This design comes from an exercise in tuning for small area on the open sky130 flow, not from production work. RTL that was checked went through simulation tests only; none was proved equivalent to the original. Power is estimated from default activity; no workload was simulated.

==> 03-12: inputs <==
Design top, start of the top module:
module top (
	input clk, reset, button, button1, button2, button3,
	output [11:0] rgb,
	output hsync, vsync,
	output [6:0] seg1, seg2,
	output [6:0] seg_left, seg_right
	);
Settings: LEC_CHECK=0, CAP_MARGIN=20, CORE_MARGIN=2, CORE_UTILIZATION=40, PLACE_DENSITY=0.6, SLEW_MARGIN=20; clock period 10.0 ns.
run.sh (not shown) runs the stock make flow with config.mk's settings and CLKGATE_MAP_FILE= SYNTH_SCRIPT=/design/flow/synth_recipe.tcl, a recipe that flattens the netlist after the stock synthesis.
==> inputs of 06-03, as changes to 03-12 <==
==> flow/design.v (replaced) <==
module vga_sync (
	input clk, reset,
	output [9:0] x, y,
	output hsync, vsync, video_on
	);
	reg [10:0] w;
	reg [9:0] v;
	wire wend = (w == 11'd1599);
	always @(posedge clk)
		if (!reset) begin
			w <= 11'd1;
			v <= 10'd0;
		end else begin
			w <= wend ? 11'd0 : w + 11'd1;
			if (wend) v <= (v == 10'd524) ? 10'd0 : v + 10'd1;
		end
	assign x = w[10:1];
	assign y = v;
	reg hs_r, vs_r;
	always @(posedge clk) begin
		hs_r <= reset & (x >= 10'd656) & (x <= 10'd751);
		vs_r <= reset & (y >= 10'd513) & (y <= 10'd514);
	end
	assign hsync = hs_r;
	assign vsync = vs_r;
	assign video_on = (x < 10'd640) & (y < 10'd480);
endmodule
module render (
	input clk, reset,
	input [9:0] x, y, xs,
	input [8:0] ys, p1, p2,
	input video_on,
	input [1:0] gs,
	output [11:0] rgb
	);
	wire [9:0] bx = x - xs;
	wire [9:0] by = y - {1'b0, ys};
	wire ball_on = (xs[9:3] != 7'h7f) & (bx <= 10'd16) & (by <= 10'd16);
	wire [8:0] pr = x[9] ? p2 : p1;
	wire [9:0] q = y - {1'b0, pr};
	wire pv = (q < 10'd40);
	wire pad1_on = (x >= 10'd20) & (x <= 10'd40) & pv;
	wire pad2_on = (x >= 10'd600) & (x <= 10'd620) & pv;
	reg c, b;
	always @(posedge clk)
		if (!reset) begin
			c <= 1'b0; b <= 1'b0;
		end else case (gs)
			2'b01: begin
				c <= pad1_on | (~pad2_on & ball_on);
				b <= ~pad1_on & (pad2_on | ball_on);
			end
			2'b10: begin c <= 1'b1; b <= 1'b0; end
			2'b11: begin c <= 1'b0; b <= 1'b1; end
			default: begin c <= 1'b0; b <= 1'b0; end
		endcase
	wire rc = video_on & c, rb = video_on & b, rw = rc & b;
	assign rgb = {rb, rb, rw, rw, rc, rc, rc, rc, rb, rb, rw, rw};
endmodule
module clock_divider (
	input clk, reset,
	output step
	);
	reg [11:0] dv;
	assign step = ((dv & 12'hDCF) == (12'h539 & 12'hDCF));     
	wire dwrap = ((dv & 12'hD7F) == (12'h524 & 12'hD7F));      
	always @(posedge clk)
		dv <= (reset & ~dwrap) ? {dv[10:0], ~(dv[10] ^ dv[11])} : 12'd0;
endmodule
module ball (
	input clk, reset, step,
	input [1:0] gs,
	input [8:0] p1, p2,
	output reg [9:0] xs,
	output reg [8:0] ys,
	output reg [2:0] s1, s2
	);
	function [9:0] ud10(input [9:0] a, input en, input dn);
		integer i;
		reg t;
		begin
			t = en;
			for (i = 0; i < 10; i = i + 1) begin
				ud10[i] = a[i] ^ t;
				t = t & (a[i] ^ dn);
			end
		end
	endfunction
	function [2:0] inc3(input [2:0] a, input en);
		inc3 = {a[2] ^ (en & a[1] & a[0]), a[1] ^ (en & a[0]), a[0] ^ en};
	endfunction
	reg dx, dy;    
	wire en = step & (gs == 2'b01);
	wire neg = (xs[9:3] == 7'h7f);    
	wire [8:0] pc = (xs[9] & ~xs[8]) ? p2 : p1;
	wire [9:0] dc = {1'b0, ys} - {1'b0, pc};
	wire hitc = (pc >= 9'd20) & ((dc <= 10'd51) | (dc >= 10'd997));
	wire hit = (((xs < 10'd30) | neg) | ((xs > 10'd594) & ~neg)) & hitc;
	wire outr = (xs == 10'd624);
	wire outl = (xs == 10'd1016);
	wire out = outr | outl;
	wire dxn = dx ^ hit ^ out;
	wire dyn = dy ^ (ys == 9'd1) ^ (ys == 9'd463) ^ out;
	wire ld = ~reset | (en & out);
	wire [9:0] xsn = ud10(xs, en, ~dxn);
	wire [9:0] ysn = ud10({1'b0, ys}, en, dyn);
	always @(posedge clk) begin
		dx <= ~reset | (en ? dxn : dx);
		dy <= ~reset | (en ? dyn : dy);
		xs <= ld ? 10'd312 : xsn;
		ys <= ld ? 9'd232 : ysn[8:0];
		s1 <= reset ? inc3(s1, en & outr) : 3'd0;
		s2 <= reset ? inc3(s2, en & outl) : 3'd0;
	end
endmodule
module paddle (
	input clk, reset, step,
	input button, button1, button2, button3,
	output reg [8:0] p1, p2
	);
	function [8:0] ud9(input [8:0] a, input en, input dn);
		integer i;
		reg t;
		begin
			t = en;
			for (i = 0; i < 9; i = i + 1) begin
				ud9[i] = a[i] ^ t;
				t = t & (a[i] ^ dn);
			end
		end
	endfunction
	wire up1 = ~button & (p1 != 9'd0), dn1 = ~button1 & (p1 != 9'd440);
	wire up2 = ~button2 & (p2 != 9'd0), dn2 = ~button3 & (p2 != 9'd440);
	always @(posedge clk)
		if (!reset) begin
			p1 <= 9'd220;
			p2 <= 9'd220;
		end else begin
			p1 <= ud9(p1, step & (up1 | dn1), up1);
			p2 <= ud9(p2, step & (up2 | dn2), up2);
		end
endmodule
module game_state (
	input clk, reset,
	input [2:0] s1, s2,
	output reg [1:0] gs
	);
	always @(posedge clk)
		if (!reset) gs <= 2'b00;
		else if (s1 == 3'd5) gs <= 2'b10;
		else if (s2 == 3'd5) gs <= 2'b11;
		else gs <= 2'b01;
endmodule
module seven_seg (
	input reset,
	input [2:0] s1, s2,
	output [6:0] seg1, seg2
	);
	function [6:0] sdec(input [2:0] s);
		case (s)
			3'd0: sdec = 7'b1000000;
			3'd1: sdec = 7'b1111001;
			3'd2: sdec = 7'b0100100;
			3'd3: sdec = 7'b0110000;
			3'd4: sdec = 7'b0011001;
			3'd5: sdec = 7'b0010010;
			default: sdec = 7'bxxxxxxx;
		endcase
	endfunction
	assign seg1 = reset ? sdec(s2) : 7'b1111111;
	assign seg2 = reset ? sdec(s1) : 7'b1111111;
endmodule
module Timer (
	input clk, reset,
	output [6:0] seg_left, seg_right
	);
	reg [15:0] tc;
	wire tick = ((tc & 16'hF3FF) == (16'hC717 & 16'hF3FF));
	always @(posedge clk)
		tc <= (reset & ~tick) ? {tc[14:0], ~(tc[12] ^ tc[15])} : 16'd0;
	reg [2:0] tt;
	reg [3:0] tu;
	always @(posedge clk)
		if (tick) begin
			if (tt == 3'd7) begin tt <= 3'd0; tu <= 4'd0; end
			else if (tt == 3'd6) tt <= 3'd7;
			else if (tu == 4'd9) begin tt <= tt + 3'd1; tu <= 4'd0; end
			else tu <= tu + 4'd1;
		end else if (!reset) begin
			tt <= 3'd0; tu <= 4'd0;
		end
	wire blank = (tt == 3'd0) & (tu == 4'd0);
	reg [6:0] sl, sr;
	always @(*) begin
		case (tu)
			4'd0: sr = 7'b1000000;
			4'd1: sr = 7'b1111001;
			4'd2: sr = 7'b0100100;
			4'd3: sr = 7'b0110000;
			4'd4: sr = 7'b0011001;
			4'd5: sr = 7'b0010010;
			4'd6: sr = 7'b0000010;
			4'd7: sr = 7'b1111000;
			4'd8: sr = 7'b0000000;
			4'd9: sr = 7'b0011000;
			default: sr = 7'bxxxxxxx;
		endcase
		case (tt)
			3'd0: sl = 7'b1000000;
			3'd1: sl = 7'b1111001;
			3'd2: sl = 7'b0100100;
			3'd3: sl = 7'b0110000;
			3'd4: sl = 7'b0011001;
			3'd5: sl = 7'b0010010;
			default: sl = 7'b0000010;
		endcase
	end
	assign seg_left = blank ? 7'b1111111 : sl;
	assign seg_right = blank ? 7'b1111111 : sr;
endmodule
module top (
	input clk, reset, button, button1, button2, button3,
	output [11:0] rgb,
	output hsync, vsync,
	output [6:0] seg1, seg2,
	output [6:0] seg_left, seg_right
	);
	wire [9:0] x, y, xs;
	wire [8:0] ys, p1, p2;
	wire [2:0] s1, s2;
	wire [1:0] gs;
	wire video_on, step;
	vga_sync v1 (.clk(clk), .reset(reset), .x(x), .y(y), .hsync(hsync), .vsync(vsync), .video_on(video_on));
	clock_divider c1 (.clk(clk), .reset(reset), .step(step));
	paddle pd (.clk(clk), .reset(reset), .step(step), .button(button), .button1(button1),
		.button2(button2), .button3(button3), .p1(p1), .p2(p2));
	ball b1 (.clk(clk), .reset(reset), .step(step), .gs(gs), .p1(p1), .p2(p2), .xs(xs), .ys(ys), .s1(s1), .s2(s2));
	game_state g1 (.clk(clk), .reset(reset), .s1(s1), .s2(s2), .gs(gs));
	render r1 (.clk(clk), .reset(reset), .x(x), .y(y), .video_on(video_on), .xs(xs), .ys(ys),
		.p1(p1), .p2(p2), .gs(gs), .rgb(rgb));
	seven_seg ss (.reset(reset), .s1(s1), .s2(s2), .seg1(seg1), .seg2(seg2));
	Timer t1 (.clk(clk), .reset(reset), .seg_left(seg_left), .seg_right(seg_right));
endmodule
Settings changed: CTS_BUF_LIST set to sky130_fd_sc_hd__clkbuf_8, CTS_CLUSTER_DIAMETER set to 200, CTS_CLUSTER_SIZE set to 50.
==> comparison table <==
| quantity | 03-12 | 06-03 |
|---|---|---|
| Number of buffers other than clock buffers in the final layout | 50 | 49 |
| CTS Root Buffer Type | sky130_fd_sc_hd__clkbuf_16 | sky130_fd_sc_hd__clkbuf_8 |
| Final net count | 1282 | 1000 |
| Sequential power share | 0.390 | 0.496 |
| Comb pwr share | 0.118 | 0.050 |
| Floorplan core area | 22600 sq um | 18800 sq um |
| Area share of xor/xnor cells in the synthesized design | 0.0589 | 0.0843 |
| Clock network power | 615 uW | 426 uW |
| Starting utilization of the core area | 0.407 | 0.410 |
| Total length of routed met2 wires | 9860 microns | 8010 microns |
| GRT met3 Usage | 0.0314 | 0.0309 |
| Via count of the first global-routing pass | 7240 | 5816 |
| Outcome | no timing/DRC/antenna violations | no timing/DRC/antenna violations |
| M1 WL | 10800 microns | 8610 microns |
| Final-layout clock buffer total | 17 | 18 |
| Worst r2r path cells | 21 | 16 |
| Final worst slack | 4220 ps | 4170 ps |
| Placement row count | 55 | 50 |
| Group drawing the most power | clock | sequential cells |
| Static power due to leakage | 4.68 nW | 3.49 nW |
| Critical path's slowest cell | sky130_fd_sc_hd__clkinv_1 | sky130_fd_sc_hd__inv_1 |
| Worst path arrival time | 3780 ps | 3830 ps |
| Fraction of area in multi-input gates | 0.595 | 0.566 |
| Period utilisation layout | 0.578 | 0.583 |
Function not checked in 06-03: the RTL went through the layout flow alone.

afterwards: timing with drivers on the ports:
Ports are ideal in the flow. The routed layouts listed here were re-timed in OpenROAD. Step 1, drivers: a clkbuf_16 drives clk and a buf_2 each remaining input, both assumed. Step 2 moves the port delays by t, midway between the first and last clock arrival at a register: inputs arrive t later, outputs are due t later. That takes back most of the time a late clock gives input paths. Three values: ideal, step 1, step 2; two values: the first two.
run	shift t [ns]	setup slack, ns	hold slack, ns	worst setup path after step 2	latest minus earliest clock arrival (ns)
03-12	0.469	4.218 / 4.197 / 4.197	0.457 / 0.457 / 0.457	input to output	0.012 / 0.012
06-03	0.466	4.168 / 4.144 / 4.144	0.440 / 0.440 / 0.440	input to output	0.010 / 0.010
After both steps every run listed still meets setup and hold. For 06-03, which loses most, drivers alone change the setup slack by -0.024 ns; drivers and shift together by -0.024 ns.
